Context: an optimization exercise on an open-source flow, tuned for small area, a short achievable clock period and few clock cycles per item. The choices shown serve that exercise and are no tape-out recipe. For this run, only the layout was checked, not whether the RTL still works.

`flow/run.sh`:
```
#!/bin/bash
# synth_recipe.tcl (not shown) runs the flow's synth.tcl, then flattens the netlist and writes it again
# the make line also repeats each setting of config.mk as NAME=value (left out here)
make -C /OpenROAD-flow-scripts/flow DESIGN_CONFIG=/design/flow/config.mk WORK_HOME=/design/flow/orfs CLKGATE_MAP_FILE= SYNTH_SCRIPT=/design/flow/synth_recipe.tcl finish
```
`flow/config.mk`:
```
export PLATFORM = sky130hd
export DESIGN_NAME = SET
export DESIGN_NICKNAME = SET
export VERILOG_FILES = /design/flow/design.v
export SDC_FILE = /design/flow/constraint.sdc
export NUM_CORES = 4
export LEC_CHECK = 0
export CAP_MARGIN = 20
export CORE_MARGIN = 2
export CORE_UTILIZATION = 40
export SETUP_SLACK_MARGIN = 2
export SLEW_MARGIN = 20
```
`flow/constraint.sdc`:
```
create_clock -name core_clock -period 8.0 [get_ports {clk}]
set_input_delay 1.6000 -clock core_clock [delete_from_list [all_inputs] [get_ports {clk}]]
set_output_delay 1.6000 -clock core_clock [all_outputs]
set_load 0.01 [all_outputs]
```
`flow/design.v`:
```
module SET (rst,clk,en,central,radius,mode,busy,valid,candidate);
    input   rst;
    input   clk;
    input   en;
    input   [23:0]central;
    input   [11:0]radius;
    input   [1:0]mode;
    output    busy;
    output    valid;
    output   [7:0]candidate;
    reg  [2:0] ph;
    reg        valid_r;
    always @(posedge clk or posedge rst) begin
        if (rst) begin
            ph      <= 3'd0;
            valid_r <= 1'b0;
        end else begin
            if (en)
                ph <= 3'd1;
            else if (ph == 3'd4)
                ph <= 3'd0;
            else if (ph != 3'd0)
                ph <= ph + 3'd1;
            valid_r <= (ph == 3'd3);
        end
    end
    assign busy  = (ph != 3'd0);
    assign valid = valid_r;
    wire [3:0] ax = central[23:20], ay = central[19:16], ar = radius[11:8];
    wire [3:0] bx = central[15:12], by = central[11:8],  br = radius[7:4];
    wire [3:0] cx = central[7:4],   cy = central[3:0],   cr = radius[3:0];
    function [79:0] prof;
        input [3:0] r;
        begin
            case (r)
                4'd0: prof = 80'h84210842108421084200;
                4'd1: prof = 80'h84210842108421084001;
                4'd2: prof = 80'h84210842108421080022;
                4'd3: prof = 80'h84210842108421000843;
                4'd4: prof = 80'h84210842108420010c64;
                4'd5: prof = 80'h84210842108400321085;
                4'd6: prof = 80'h842108421080064294a6;
                4'd7: prof = 80'h842108421000c85318c7;
                4'd8: prof = 80'h8421084200194c639ce8;
                4'd9: prof = 80'h8421084004298e842109;
                4'd10: prof = 80'h84210800863a1094a52a;
                4'd11: prof = 80'h84210010c74252a5294b;
                4'd12: prof = 80'h84200218e84a94b5ad6c;
                4'd13: prof = 80'h840053212a52d8c6318d;
                4'd14: prof = 80'h800a74254b631ad6b5ae;
                4'd15: prof = 80'h014e952d8c6b5ce739cf;
            endcase
        end
    endfunction
    function [3:0] absdiff;
        input [3:0] p, q;
        begin
            absdiff = (p > q) ? (p - q) : (q - p);
        end
    endfunction
    function [7:0] rowmask;
        input [3:0] x0;
        input [4:0] w;
        reg [5:0] lo, hi;
        integer x;
        begin
            lo = {2'b00, x0} - {2'b00, w[3:0]};    
            hi = {2'b00, x0} + {2'b00, w[3:0]};
            for (x = 1; x <= 8; x = x + 1)
                rowmask[x-1] = ~w[4] & (lo[5] | (lo[4:0] <= x)) & (hi >= x);
        end
    endfunction
    function [7:0] pick;
        input [1:0] m;
        input [7:0] a, b, c;
        begin
            case (m)
                2'd0: pick = a;
                2'd1: pick = a & b;
                2'd2: pick = a ^ b;
                default: pick = (a & b & ~c) | (a & ~b & c) | (~a & b & c);
            endcase
        end
    endfunction
    wire [79:0] pra = prof(ar);
    wire [79:0] prb = prof(br);
    wire [79:0] prc = prof(cr);
    wire [3:0] y0 = ph * 2 + 1;
    wire [4:0] wa0 = pra[5 * absdiff(ay, y0) +: 5];
    wire [4:0] wb0 = prb[5 * absdiff(by, y0) +: 5];
    wire [4:0] wc0 = prc[5 * absdiff(cy, y0) +: 5];
    wire [3:0] y1 = ph * 2 + 2;
    wire [4:0] wa1 = pra[5 * absdiff(ay, y1) +: 5];
    wire [4:0] wb1 = prb[5 * absdiff(by, y1) +: 5];
    wire [4:0] wc1 = prc[5 * absdiff(cy, y1) +: 5];
    reg  [15:0] hit;
    reg        first;
    always @(posedge clk) begin
        hit   <= {pick(mode, rowmask(ax, wa1), rowmask(bx, wb1), rowmask(cx, wc1)),
                  pick(mode, rowmask(ax, wa0), rowmask(bx, wb0), rowmask(cx, wc0))};
        first <= (ph == 3'd0);
    end
    reg  [5:0] acc;
    wire [5:0] accg = first ? 6'd0 : acc;
    wire s1 = hit[0] ^ hit[1] ^ hit[2];
    wire k1 = (hit[0] & hit[1]) | (hit[0] & hit[2]) | (hit[1] & hit[2]);
    wire s2 = hit[3] ^ hit[4] ^ hit[5];
    wire k2 = (hit[3] & hit[4]) | (hit[3] & hit[5]) | (hit[4] & hit[5]);
    wire s3 = hit[6] ^ hit[7] ^ hit[8];
    wire k3 = (hit[6] & hit[7]) | (hit[6] & hit[8]) | (hit[7] & hit[8]);
    wire s4 = hit[9] ^ hit[10] ^ hit[11];
    wire k4 = (hit[9] & hit[10]) | (hit[9] & hit[11]) | (hit[10] & hit[11]);
    wire s5 = hit[12] ^ hit[13] ^ hit[14];
    wire k5 = (hit[12] & hit[13]) | (hit[12] & hit[14]) | (hit[13] & hit[14]);
    wire s6 = hit[15] ^ accg[0];
    wire k6 = hit[15] & accg[0];
    wire s7 = s1 ^ s2 ^ s3;
    wire k7 = (s1 & s2) | (s1 & s3) | (s2 & s3);
    wire s8 = s4 ^ s5 ^ s6;
    wire k8 = (s4 & s5) | (s4 & s6) | (s5 & s6);
    wire s9 = k1 ^ k2 ^ k3;
    wire k9 = (k1 & k2) | (k1 & k3) | (k2 & k3);
    wire s10 = k4 ^ k5 ^ k6;
    wire k10 = (k4 & k5) | (k4 & k6) | (k5 & k6);
    wire s11 = k7 ^ k8 ^ s9;
    wire k11 = (k7 & k8) | (k7 & s9) | (k8 & s9);
    wire s12 = s10 ^ accg[1];
    wire k12 = s10 & accg[1];
    wire s13 = k9 ^ k10 ^ accg[2];
    wire k13 = (k9 & k10) | (k9 & accg[2]) | (k10 & accg[2]);
    wire s14 = k11 ^ k12 ^ s13;
    wire k14 = (k11 & k12) | (k11 & s13) | (k12 & s13);
    wire s15 = k14 ^ k13 ^ accg[3];
    wire k15 = (k14 & k13) | (k14 & accg[3]) | (k13 & accg[3]);
    wire [6:0] ta = {1'b0, accg[5], k15, s15, s14, s11, s7};
    wire [6:0] tb = {1'b0, 1'b0, accg[4], 1'b0, 1'b0, s12, s8};
    wire [6:0] sum = ta + tb;
    always @(posedge clk)
        acc <= sum[5:0];
    assign candidate = {1'b0, sum};
endmodule
```
==> metrics.yaml <==
run_status: "finished clean"
synthesis.nets: 1927
clock_tree.root_cell: "clkbuf_16"
cts_tree: "yes"
routed_wirelength_um: 40100
core_um2: 28900
grt_max_degree: 53
clk_path_buf_depth: 2
first_global_vias: 12318
place_congestion: 0.929
worst-path-buf-inv: 10
synth_top_area_frac: 0.164
num_antenna_cells: 0
ys_async_sr_fraction: 0.148
setup_viol: 0
arrival_ns: 6.36
cp_common_cell: "buf_4"
portBuffers: 49
dpl-instance-area_um2: 12800
grt_pass1_wl_um: 62100
synth_area_per_cell_um2: 6.96
hold_path.class: "register to register"
final_hold_viol_count: 0
synth_common_cells: "179 x nor2_1, 159 x nand2_1, 154 x ha_1"
clk_latency_ns: 0.28
stdcell_area_um2: 15500
vias: 13317
ys_types: 93
grt-ovfl-total: 0
wire_per_inst_um: 18.1
rsz0062_at_grt: "yes"
io_pins: 51
tightestPinTransition_ns: 1.10
skew_ns: 0.00897
drt-initial-drc-count: 1433
drt_first_pass_iters: 6
dp.final_hpwl_um: 27900
dieArea_um2: 30800
syn_to_final_growth_pct: 32.2
synth.area.top_cells: "ha_1 16%, fa_1 7.0%, a21oi_1 6.5%"
drc: 0
period_needed_ns: 6.21
htreeDepth: 1
synth_area_um2: 11800
ys_ff_latch: 27
core.rowCount: 62
synthCells: 1691
synthMostInstantiatedCell: "nor2_1"
die_y_um: 176
ant_nets: 0
crit_path_end_kind: "register"
max_freq_ghz: 0.161
synth_edf_count: 0
drv_cap: 0
grt_use_total: 0.239
finalSetupTns_ns: 0
numCtsBuffers: 3
critPathTopFamily: "compound AO/OA/AOI/OAI gates"
slew_headroom: 0.246
path_class: "input pin to register"
slowest_stage: "or4_1"
final_nets: 2062
cts_num_sinks: 27
ys_seq_area_frac: 0.0476
synth_top_area_cell: "ha_1"
vias_per_cell: 6.03
start_util: 0.408
synth_top_flop_cell: "dfxtp_1"
slowest_delay_ns: 0.52
required_ns: 8.15
start_kind: "input pin"
finalCritPeriodShare: 0.776
die_x_um: 176
yosysWarnings: 1
clkTransAtPathRegs_ns: 0.07
antenna_found_initial: 0
report.final.slew_viol_count: 0
worst-path-max-fanout: 4
drive_above_1_share: 0.285
cell families (layout without fill, tap and decap cells):
| kind of cell | count (synthesis) | count (layout) | share of synthesized area |
|---|---|---|---|
| other | 1 | 1 | 0.000319 |
| multiplexers | 73 | 73 | 0.0785 |
| XOR/XNOR | 41 | 41 | 0.0312 |
| buffers and inverters | 235 | 367 | 0.0778 |
| flip-flops | 27 | 27 | 0.0476 |
| AND/OR/NAND/NOR | 557 | 557 | 0.221 |
| AO/OA/AOI/OAI | 554 | 556 | 0.303 |
| adder cells (fa/ha/maj) | 203 | 203 | 0.241 |
placed cells by master (no fill, tap or decap), types with 23 or more instances in the layout:
master,Yosys,layout
buf_4,1,149
nor3_1,38,30
ha_1,154,100
ha_4,0,29
a21oi_1,153,132
ha_2,0,25
clkdlybuf4s50_1,0,31
dfxtp_1,23,23
nand3_1,42,39
inv_1,134,111
o21ai_1,2,37
fa_1,41,27
nand2_1,159,146
o21ai_0,136,90
a31oi_1,31,28
nor2_1,179,151
mux2i_1,38,33
what timing repair did:
action / 4_1_cts / 5_1_grt
resized for setup: 229 / 219
setup endpoints to repair: 16 / 16
buffers inserted: 69 / 70
gates cloned: 1 / 4
hold buffers: 0 / 0
pin swaps: 66 / 108
final timing paths:
path	depth (start not counted)	slack (ns)	endpoint	startpoint
worst min-delay path	2	0.53	acc[5]	acc[5]
worst max register to register	24	1.96	hit[14]	ph[0]
worst min register to register	2	0.53	acc[5]	acc[5]
worst max-delay path	26	1.79	hit[5]	central[17]
max in group asynchronous	2	6.34	ph[0]	rst
min in group asynchronous	2	1.49	valid_r	rst
metrics by stage:
step           worst slack [ns]  utilization  instances  hold slack (ns)
2_1_floorplan              1.83            -       1691            0.547
3_3_place_gp              0.521        0.443       2061            0.509
3_5_place_dp              0.419        0.443       2061            0.524
4_1_cts                    1.90        0.490       2135            0.536
5_1_grt                    1.59        0.539       2209            0.565
6_report                   1.79        0.539       2209            0.530
layout make-up:
cell class / instances / area (um2)
fill: 2722 / 13300
multi-input combinational: 1431 / 11900
timing repair buffer: 224 / 1980
inverter: 139 / 572
sequential: 27 / 562
tap: 384 / 480
clock buffer: 3 / 75.1
clock inverter: 1 / 6.26
metal layers:
| metal | vias to the layer above | track usage | share of wire |
|---|---|---|---|
| li1 | 6378 | - | - |
| met1 | 6292 | 0.322 | 0.43 |
| met2 | 533 | 0.397 | 0.47 |
| met3 | 114 | 0.0292 | 0.063 |
| met4 | 0 | 0.0806 | 0.035 |
| met5 | - | 0 | 0 |
registers in the layout, summed over array words and instances (netlist names):
register,cells
acc,6
first,1
hit,16
ph,3
valid_r,1
tightest hold or removal path, delay by kind of cell (launching register included):
| kind | cells | cell delay [ns] |
|---|---|---|
| flops | 1 | 0.30 |
| simple gates | 1 | 0.09 |
| xor+xnor | 1 | 0.09 |

re-timing with driven ports:
No port has a modelled driver above. Below, the same layout with a new extraction and two added sets of constraints.
Step 1 (the two cells are an assumption about what drives the block):
set clk [get_ports {clk}]
set_driving_cell -lib_cell sky130_fd_sc_hd__clkbuf_16 $clk
set_driving_cell -lib_cell sky130_fd_sc_hd__buf_2 [delete_from_list [all_inputs] $clk]
Step 2 times the ports against the registers' clock, not the clock port: input delays grow and output delays shrink by t, the midpoint of the rising clock arrivals with the driver on.
Three values: no drivers, after step 1, after step 2; two values: the first two.
t, ns: 0.304
setup slack, ns: 1.793 / 1.762 / 1.458
worst register clock-pin slew, ns: 0.08 / 0.08
worst slew at a driven data input, ns: 0.06
After both steps this run still meets setup and hold. The setup slack of this run moves by -0.031 ns with the drivers and by -0.335 ns with both steps.
